Background: an optimization exercise with open tools, aiming at small area. Do not read the settings as production practice.
RTL that was checked went through simulation tests only; none was proved equivalent to the original.

==> quartz <==
==> flow/design.v (excerpt) <==
module cordic (
    input clock,
    input reset,
    output signed [12:0] sine,
    output signed [12:0] cosine
);
export LEC_CHECK = 0
export ABC_AREA = 1
export CAP_MARGIN = 20
export CORE_MARGIN = 2
export CORE_UTILIZATION = 40
export CTS_BUF_LIST = sky130_fd_sc_hd__clkbuf_8
export GPL_TIMING_DRIVEN = 0
export PLACE_DENSITY = 0.8
export SLEW_MARGIN = 20
create_clock -name core_clock -period 5.0 [get_ports {clock}]
run.sh (not shown) runs the stock make flow with config.mk's settings and CLKGATE_MAP_FILE= SYNTH_SCRIPT=/design/flow/synth_recipe.tcl, a recipe that flattens the netlist after the stock synthesis.
==> cedar: changes against quartz <==
--- a/flow/design.v
+++ b/flow/design.v
@@ -403,18 +403,12 @@
     phase_controller pc (.clock(clock), .reset(reset), .code(code), .w(w), .quadrant(q));
     wire [9:0] dirs_ac = {code, ~w[7], w[6:2]};
     wire tie1 = q[0] && (code == 4'd12) && (w == 8'h88);
     wire tie2 = q[0] && (code == 4'd4) && (w == 8'h88);
     wire [9:0] dirs_a = tie1 ? 10'b0100000010 : tie2 ? 10'b1100000010 : dirs_ac ^ {10{q[0]}};
-    logic [9:0] dirs_r1;
-    logic [1:0] q_r1;
-    always_ff @(posedge clock) begin
-        dirs_r1 <= dirs_a;
-        q_r1 <= q;
-    end
     logic [10:0] x8, y8;
-    wire [6:0] ts = dirs_r1[9:3];
+    wire [6:0] ts = dirs_a[9:3];
     wire sw = ts[6];
     wire [5:0] tj = ts[5:0] ^ {6{sw}};
     logic [10:0] ta, tb;
     assign ta = ({11{tj == 6'd11}} & 11'h7fe)
             | ({11{tj == 6'd12}} & 11'h7fd)
@@ -520,34 +514,48 @@
             | ({11{tj == 6'd60}} & 11'h584)
             | ({11{tj == 6'd61}} & 11'h59a)
             | ({11{tj == 6'd62}} & 11'h5b0);
     assign x8 = sw ? tb : ta;
     assign y8 = sw ? ta : tb;
+    logic [9:0] dirs_r1;
+    logic [1:0] q_r1;
+    logic [10:0] x_r1;
+    logic [10:0] y_r1;
+    always_ff @(posedge clock) begin
+        dirs_r1 <= dirs_a;
+        q_r1 <= q;
+        x_r1 <= x8;
+        y_r1 <= y8;
+    end
     logic [10:0] x9, y9;
-    addfast #(.W(11), .K(4)) ux9 (.a(11'(x8)), .b(4'(y8 >> 8)), .sub(dirs_r1[2]), .s(x9));
-    addfast #(.W(11), .K(4)) uy9 (.a(11'(y8)), .b(4'(x8 >> 8)), .sub(~dirs_r1[2]), .s(y9));
+    addfast #(.W(11), .K(4)) ux9 (.a(11'(x_r1)), .b(4'(y_r1 >> 8)), .sub(dirs_r1[2]), .s(x9));
+    addfast #(.W(11), .K(4)) uy9 (.a(11'(y_r1)), .b(4'(x_r1 >> 8)), .sub(~dirs_r1[2]), .s(y9));
+    logic [10:0] x10, y10;    
+    addfast2 #(.W(11), .K(3)) ux10 (.a(x9), .b({1'b0, y9[10:9]}), .sub(dirs_r1[1]), .s(x10));
+    addfast2 #(.W(11), .K(3)) uy10 (.a(y9), .b({1'b0, x9[10:9]}), .sub(~dirs_r1[1]), .s(y10));
     logic [9:0] dirs_r2;
     logic [1:0] q_r2;
     logic [10:0] x_r2;
     logic [10:0] y_r2;
+    logic [1:0] b10_r2;
     always_ff @(posedge clock) begin
         dirs_r2 <= dirs_r1;
         q_r2 <= q_r1;
         x_r2 <= x9;
         y_r2 <= y9;
+        b10_r2 <= {x10[10], y10[10]};
     end
-    logic [10:0] x10, y10;
-    addfast2 #(.W(11), .K(3)) ux10 (.a(11'(x_r2)), .b(3'(y_r2 >> 9)), .sub(dirs_r2[1]), .s(x10));
-    addfast2 #(.W(11), .K(3)) uy10 (.a(11'(y_r2)), .b(3'(x_r2 >> 9)), .sub(~dirs_r2[1]), .s(y10));
     wire mx = q_r2[0] ^ q_r2[1];
     wire my = q_r2[1];
-    wire bx = y10[10];
-    wire by = x10[10];
-    logic signed [2:0] ax, ay;
-    assign ax = mx ? (dirs_r2[0] ? 3'd1 + {2'b00, bx} : 3'd1 - {2'b00, bx}) : (dirs_r2[0] ? 3'd0 - {2'b00, bx} : {2'b00, bx});
-    assign ay = my ? (dirs_r2[0] ? 3'd1 - {2'b00, by} : 3'd1 + {2'b00, by}) : (dirs_r2[0] ? {2'b00, by} : 3'd0 - {2'b00, by});
+    wire x10b = b10_r2[1];
+    wire y10b = b10_r2[0];
+    logic [3:0] tx, ty, ax, ay;
+    assign tx = (dirs_r2[1] ? 4'd0 - {2'b00, y_r2[10:9]} : {2'b00, y_r2[10:9]}) + (dirs_r2[0] ? 4'd0 - {3'b000, y10b} : {3'b000, y10b});
+    assign ty = (dirs_r2[1] ? {2'b00, x_r2[10:9]} : 4'd0 - {2'b00, x_r2[10:9]}) + (dirs_r2[0] ? {3'b000, x10b} : 4'd0 - {3'b000, x10b});
+    assign ax = mx ? 4'd1 - tx : tx;
+    assign ay = my ? 4'd1 - ty : ty;
     logic [10:0] rx, ry;
-    addfast2 #(.W(11), .K(3)) ux11 (.a(x10 ^ {11{mx}}), .b(ax), .sub(1'b0), .s(rx));
-    addfast2 #(.W(11), .K(3)) uy11 (.a(y10 ^ {11{my}}), .b(ay), .sub(1'b0), .s(ry));
+    addfast2 #(.W(11), .K(4)) ux11 (.a(x_r2 ^ {11{mx}}), .b(ax), .sub(1'b0), .s(rx));
+    addfast2 #(.W(11), .K(4)) uy11 (.a(y_r2 ^ {11{my}}), .b(ay), .sub(1'b0), .s(ry));
     assign cosine = {1'b0, ~mx, rx};
     assign sine = {1'b0, ~my, ry};
 endmodule
==> harbor: changes against quartz <==
--- a/flow/design.v
+++ b/flow/design.v
@@ -267,40 +267,30 @@
             | ({8{cd == 9}} & 8'h7d)
             | ({8{cd == 10}} & 8'h7d)
             | ({8{cd == 11}} & 8'h75)
             | ({8{cd == 12}} & 8'h7e)
             | ({8{cd == 13}} & 8'h7d);
-    assign upw = ({8{cd == 0}} & 8'he1)
-            | ({8{cd == 1}} & 8'h81)
-            | ({8{cd == 2}} & 8'h80)
-            | ({8{cd == 3}} & 8'h88)
-            | ({8{cd == 4}} & 8'h81)
-            | ({8{cd == 5}} & 8'h81)
-            | ({8{cd == 6}} & 8'h80)
-            | ({8{cd == 7}} & 8'hbf)
-            | ({8{cd == 8}} & 8'h80)
-            | ({8{cd == 9}} & 8'h81)
-            | ({8{cd == 10}} & 8'h80)
-            | ({8{cd == 11}} & 8'h88)
-            | ({8{cd == 12}} & 8'h81)
-            | ({8{cd == 13}} & 8'h81);
-    assign upw1 = ({8{cd == 0}} & 8'he2)
-            | ({8{cd == 1}} & 8'h82)
-            | ({8{cd == 2}} & 8'h81)
-            | ({8{cd == 3}} & 8'h89)
-            | ({8{cd == 4}} & 8'h82)
-            | ({8{cd == 5}} & 8'h82)
-            | ({8{cd == 6}} & 8'h81)
-            | ({8{cd == 7}} & 8'hc0)
-            | ({8{cd == 8}} & 8'h81)
-            | ({8{cd == 9}} & 8'h82)
-            | ({8{cd == 10}} & 8'h81)
-            | ({8{cd == 11}} & 8'h89)
-            | ({8{cd == 12}} & 8'h82)
-            | ({8{cd == 13}} & 8'h82);
-    wire hit1 = (wr == up1);
-    wire hit2 = (wr == up2);
+    assign upw = ({8{cd == 4'd2 || cd == 4'd6 || cd == 4'd8 || cd == 4'd10}} & 8'h80)
+            | ({8{cd == 4'd1 || cd == 4'd4 || cd == 4'd5 || cd == 4'd9 || cd == 4'd12 || cd == 4'd13}} & 8'h81)
+            | ({8{cd == 4'd3 || cd == 4'd11}} & 8'h88)
+            | ({8{cd == 4'd7}} & 8'hbf)
+            | ({8{cd == 4'd0}} & 8'he1);
+    assign upw1 = ({8{cd == 4'd2 || cd == 4'd6 || cd == 4'd8 || cd == 4'd10}} & 8'h81)
+            | ({8{cd == 4'd1 || cd == 4'd4 || cd == 4'd5 || cd == 4'd9 || cd == 4'd12 || cd == 4'd13}} & 8'h82)
+            | ({8{cd == 4'd3 || cd == 4'd11}} & 8'h89)
+            | ({8{cd == 4'd7}} & 8'hc0)
+            | ({8{cd == 4'd0}} & 8'he2);
+    wire hit1 = ((wr == 8'h0e) && (cd == 4'd0))
+        || ((wr == 8'h40) && (cd == 4'd7))
+        || ((wr == 8'h76) && (cd == 4'd3 || cd == 4'd11))
+        || ((wr == 8'h7e) && (cd == 4'd1 || cd == 4'd2 || cd == 4'd5 || cd == 4'd9 || cd == 4'd10 || cd == 4'd13))
+        || ((wr == 8'h7f) && (cd == 4'd4 || cd == 4'd6 || cd == 4'd8 || cd == 4'd12));
+    wire hit2 = ((wr == 8'h0d) && (cd == 4'd0))
+        || ((wr == 8'h3f) && (cd == 4'd7))
+        || ((wr == 8'h75) && (cd == 4'd3 || cd == 4'd11))
+        || ((wr == 8'h7d) && (cd == 4'd1 || cd == 4'd2 || cd == 4'd5 || cd == 4'd9 || cd == 4'd10 || cd == 4'd13))
+        || ((wr == 8'h7e) && (cd == 4'd4 || cd == 4'd6 || cd == 4'd8 || cd == 4'd12));
     wire xing = (cd != 4'd14) && (hit1 || (e && hit2));
     wire over = e && hit1;             
     logic [7:0] w_step;
     wire g1 = e | wr[0];
     assign w_step[0] = wr[0] ^ ~e;
@@ -310,50 +300,12 @@
         for (k = 2; k < 8; k++) begin : ws
             assign w_step[k] = wr[k] ^ (g1 & (&wr[k-1:1]));
         end
     endgenerate
     logic [5:0] c_next;
-    assign c_next = ({6{c == 6'd0}} & 6'he)
-            | ({6{c == 6'd1}} & 6'hf)
-            | ({6{c == 6'd2}} & 6'h10)
-            | ({6{c == 6'd3}} & 6'h11)
-            | ({6{c == 6'd4}} & 6'h12)
-            | ({6{c == 6'd5}} & 6'h13)
-            | ({6{c == 6'd6}} & 6'h14)
-            | ({6{c == 6'd7}} & 6'h15)
-            | ({6{c == 6'd8}} & 6'h16)
-            | ({6{c == 6'd9}} & 6'h17)
-            | ({6{c == 6'd10}} & 6'h18)
-            | ({6{c == 6'd11}} & 6'h19)
-            | ({6{c == 6'd12}} & 6'h1a)
-            | ({6{c == 6'd13}} & 6'h1b)
-            | ({6{c == 6'd14}} & 6'h1c)
-            | ({6{c == 6'd15}} & 6'h1d)
-            | ({6{c == 6'd16}} & 6'h1e)
-            | ({6{c == 6'd17}} & 6'h1f)
-            | ({6{c == 6'd18}} & 6'h20)
-            | ({6{c == 6'd19}} & 6'h21)
-            | ({6{c == 6'd20}} & 6'h22)
-            | ({6{c == 6'd21}} & 6'h23)
-            | ({6{c == 6'd22}} & 6'h24)
-            | ({6{c == 6'd23}} & 6'h25)
-            | ({6{c == 6'd24}} & 6'h26)
-            | ({6{c == 6'd25}} & 6'he)
-            | ({6{c == 6'd26}} & 6'hf)
-            | ({6{c == 6'd27}} & 6'h10)
-            | ({6{c == 6'd28}} & 6'h11)
-            | ({6{c == 6'd29}} & 6'h12)
-            | ({6{c == 6'd30}} & 6'h13)
-            | ({6{c == 6'd31}} & 6'h14)
-            | ({6{c == 6'd32}} & 6'h15)
-            | ({6{c == 6'd33}} & 6'h16)
-            | ({6{c == 6'd34}} & 6'h17)
-            | ({6{c == 6'd35}} & 6'h18)
-            | ({6{c == 6'd36}} & 6'h19)
-            | ({6{c == 6'd37}} & 6'h1a)
-            | ({6{c == 6'd38}} & 6'h1b);
     wire c_big = (c >= 6'd25);
+    addsub #(.W(6)) uc (.a(c), .b(c_big ? 6'd11 : 6'd14), .sub(c_big), .s(c_next));
     always_ff @(posedge clock) begin
         if (reset || pre) begin
             c <= '0;
             e <= 1'b0;
             r <= 1'b0;
@@ -403,18 +355,12 @@
     phase_controller pc (.clock(clock), .reset(reset), .code(code), .w(w), .quadrant(q));
     wire [9:0] dirs_ac = {code, ~w[7], w[6:2]};
     wire tie1 = q[0] && (code == 4'd12) && (w == 8'h88);
     wire tie2 = q[0] && (code == 4'd4) && (w == 8'h88);
     wire [9:0] dirs_a = tie1 ? 10'b0100000010 : tie2 ? 10'b1100000010 : dirs_ac ^ {10{q[0]}};
-    logic [9:0] dirs_r1;
-    logic [1:0] q_r1;
-    always_ff @(posedge clock) begin
-        dirs_r1 <= dirs_a;
-        q_r1 <= q;
-    end
     logic [10:0] x8, y8;
-    wire [6:0] ts = dirs_r1[9:3];
+    wire [6:0] ts = dirs_a[9:3];
     wire sw = ts[6];
     wire [5:0] tj = ts[5:0] ^ {6{sw}};
     logic [10:0] ta, tb;
     assign ta = ({11{tj == 6'd11}} & 11'h7fe)
             | ({11{tj == 6'd12}} & 11'h7fd)
@@ -520,34 +466,44 @@
             | ({11{tj == 6'd60}} & 11'h584)
             | ({11{tj == 6'd61}} & 11'h59a)
             | ({11{tj == 6'd62}} & 11'h5b0);
     assign x8 = sw ? tb : ta;
     assign y8 = sw ? ta : tb;
+    logic [9:0] dirs_r1;
+    logic [1:0] q_r1;
+    logic [10:0] x_r1;
+    logic [10:0] y_r1;
+    always_ff @(posedge clock) begin
+        dirs_r1 <= dirs_a;
+        q_r1 <= q;
+        x_r1 <= x8;
+        y_r1 <= y8;
+    end
     logic [10:0] x9, y9;
-    addfast #(.W(11), .K(4)) ux9 (.a(11'(x8)), .b(4'(y8 >> 8)), .sub(dirs_r1[2]), .s(x9));
-    addfast #(.W(11), .K(4)) uy9 (.a(11'(y8)), .b(4'(x8 >> 8)), .sub(~dirs_r1[2]), .s(y9));
+    addfast2 #(.W(11), .K(4)) ux9 (.a(11'(x_r1)), .b(4'(y_r1 >> 8)), .sub(dirs_r1[2]), .s(x9));
+    addfast2 #(.W(11), .K(4)) uy9 (.a(11'(y_r1)), .b(4'(x_r1 >> 8)), .sub(~dirs_r1[2]), .s(y9));
+    logic [10:0] x10, y10;
+    addsmall #(.W(11), .K(3)) ux10 (.a(11'(x9)), .b(3'(y9 >> 9)), .sub(dirs_r1[1]), .s(x10));
+    addsmall #(.W(11), .K(3)) uy10 (.a(11'(y9)), .b(3'(x9 >> 9)), .sub(~dirs_r1[1]), .s(y10));
     logic [9:0] dirs_r2;
     logic [1:0] q_r2;
     logic [10:0] x_r2;
     logic [10:0] y_r2;
     always_ff @(posedge clock) begin
         dirs_r2 <= dirs_r1;
         q_r2 <= q_r1;
-        x_r2 <= x9;
-        y_r2 <= y9;
+        x_r2 <= x10;
+        y_r2 <= y10;
     end
-    logic [10:0] x10, y10;
-    addfast2 #(.W(11), .K(3)) ux10 (.a(11'(x_r2)), .b(3'(y_r2 >> 9)), .sub(dirs_r2[1]), .s(x10));
-    addfast2 #(.W(11), .K(3)) uy10 (.a(11'(y_r2)), .b(3'(x_r2 >> 9)), .sub(~dirs_r2[1]), .s(y10));
     wire mx = q_r2[0] ^ q_r2[1];
     wire my = q_r2[1];
-    wire bx = y10[10];
-    wire by = x10[10];
+    wire bx = y_r2[10];
+    wire by = x_r2[10];
     logic signed [2:0] ax, ay;
     assign ax = mx ? (dirs_r2[0] ? 3'd1 + {2'b00, bx} : 3'd1 - {2'b00, bx}) : (dirs_r2[0] ? 3'd0 - {2'b00, bx} : {2'b00, bx});
     assign ay = my ? (dirs_r2[0] ? 3'd1 - {2'b00, by} : 3'd1 + {2'b00, by}) : (dirs_r2[0] ? {2'b00, by} : 3'd0 - {2'b00, by});
     logic [10:0] rx, ry;
-    addfast2 #(.W(11), .K(3)) ux11 (.a(x10 ^ {11{mx}}), .b(ax), .sub(1'b0), .s(rx));
-    addfast2 #(.W(11), .K(3)) uy11 (.a(y10 ^ {11{my}}), .b(ay), .sub(1'b0), .s(ry));
+    addfast2 #(.W(11), .K(3)) ux11 (.a(x_r2 ^ {11{mx}}), .b(ax), .sub(1'b0), .s(rx));
+    addfast2 #(.W(11), .K(3)) uy11 (.a(y_r2 ^ {11{my}}), .b(ay), .sub(1'b0), .s(ry));
     assign cosine = {1'b0, ~mx, rx};
     assign sine = {1'b0, ~my, ry};
 endmodule
- GPL_TIMING_DRIVEN: 0 -> 1
==> results.txt <==
- Tap cells: around 230
- Worst Hold Path EP: dirs_r2[0]
- DRT met1 WL: approximately 8000 um
- Layout Check Fails: setup timing
- Status: finished with violations
- Final setup viols: 1
- Setup ws final: -80.5 ps
the above is filed under cedar

==> results.txt <==
- Status: no timing/DRC/antenna violations
- Sw frac: 21.8%
- Final min period: just under 5000 ps
- Layout cells sized above 1: 14.0%
- Tap cells: 225
- DRC Markers: 0
- Most used cell along the critical path: nand2_1
- DRT met1 WL: ~9000 um
the above is filed under quartz

==> results.txt <==
- Max cap viols: 0
- Share of synthesized flip-flops with an asynchronous set or reset: 0%
- Status: no timing/DRC/antenna violations
- DRT met1 WL: 7430 um
- Synth Instances: approximately 1000
- Setup ws final: approximately 340 ps
- Worst Hold Path EP: dirs_r2
the above is filed under harbor

The RTL of quartz and cedar was laid out without a check of its function.

port drivers added, routing unchanged:
The results above use ideal ports. As a check the final layouts listed here were re-extracted and re-timed, cells and wires unchanged. Step 1 (the two cells are an assumption about what drives the block):
set clk [get_ports {clock}]
set_driving_cell -lib_cell sky130_fd_sc_hd__clkbuf_16 $clk
set_driving_cell -lib_cell sky130_fd_sc_hd__buf_2 [delete_from_list [all_inputs] $clk]
Step 2 times the ports against the registers' clock, not the clock port: input delays grow and output delays shrink by t, the midpoint of the rising clock arrivals with the driver on. a / b / c = ideal ports / drivers / drivers and shift; a / b = the first two.
| run | t (ns) | slack for setup (ns) | worst hold slack (ns) | latest minus earliest clock arrival (ns) |
|---|---|---|---|---|
| quartz | 0.390 | 0.096 / 0.063 / 0.453 | 0.325 / 0.325 / 0.325 | 0.007 / 0.007 |
| cedar | 0.394 | -0.081 / -0.117 / 0.277 | 0.328 / 0.328 / 0.328 | 0.022 / 0.021 |
| harbor | 0.390 | 0.337 / 0.299 / 0.422 | 0.331 / 0.331 / 0.331 | 0.017 / 0.017 |
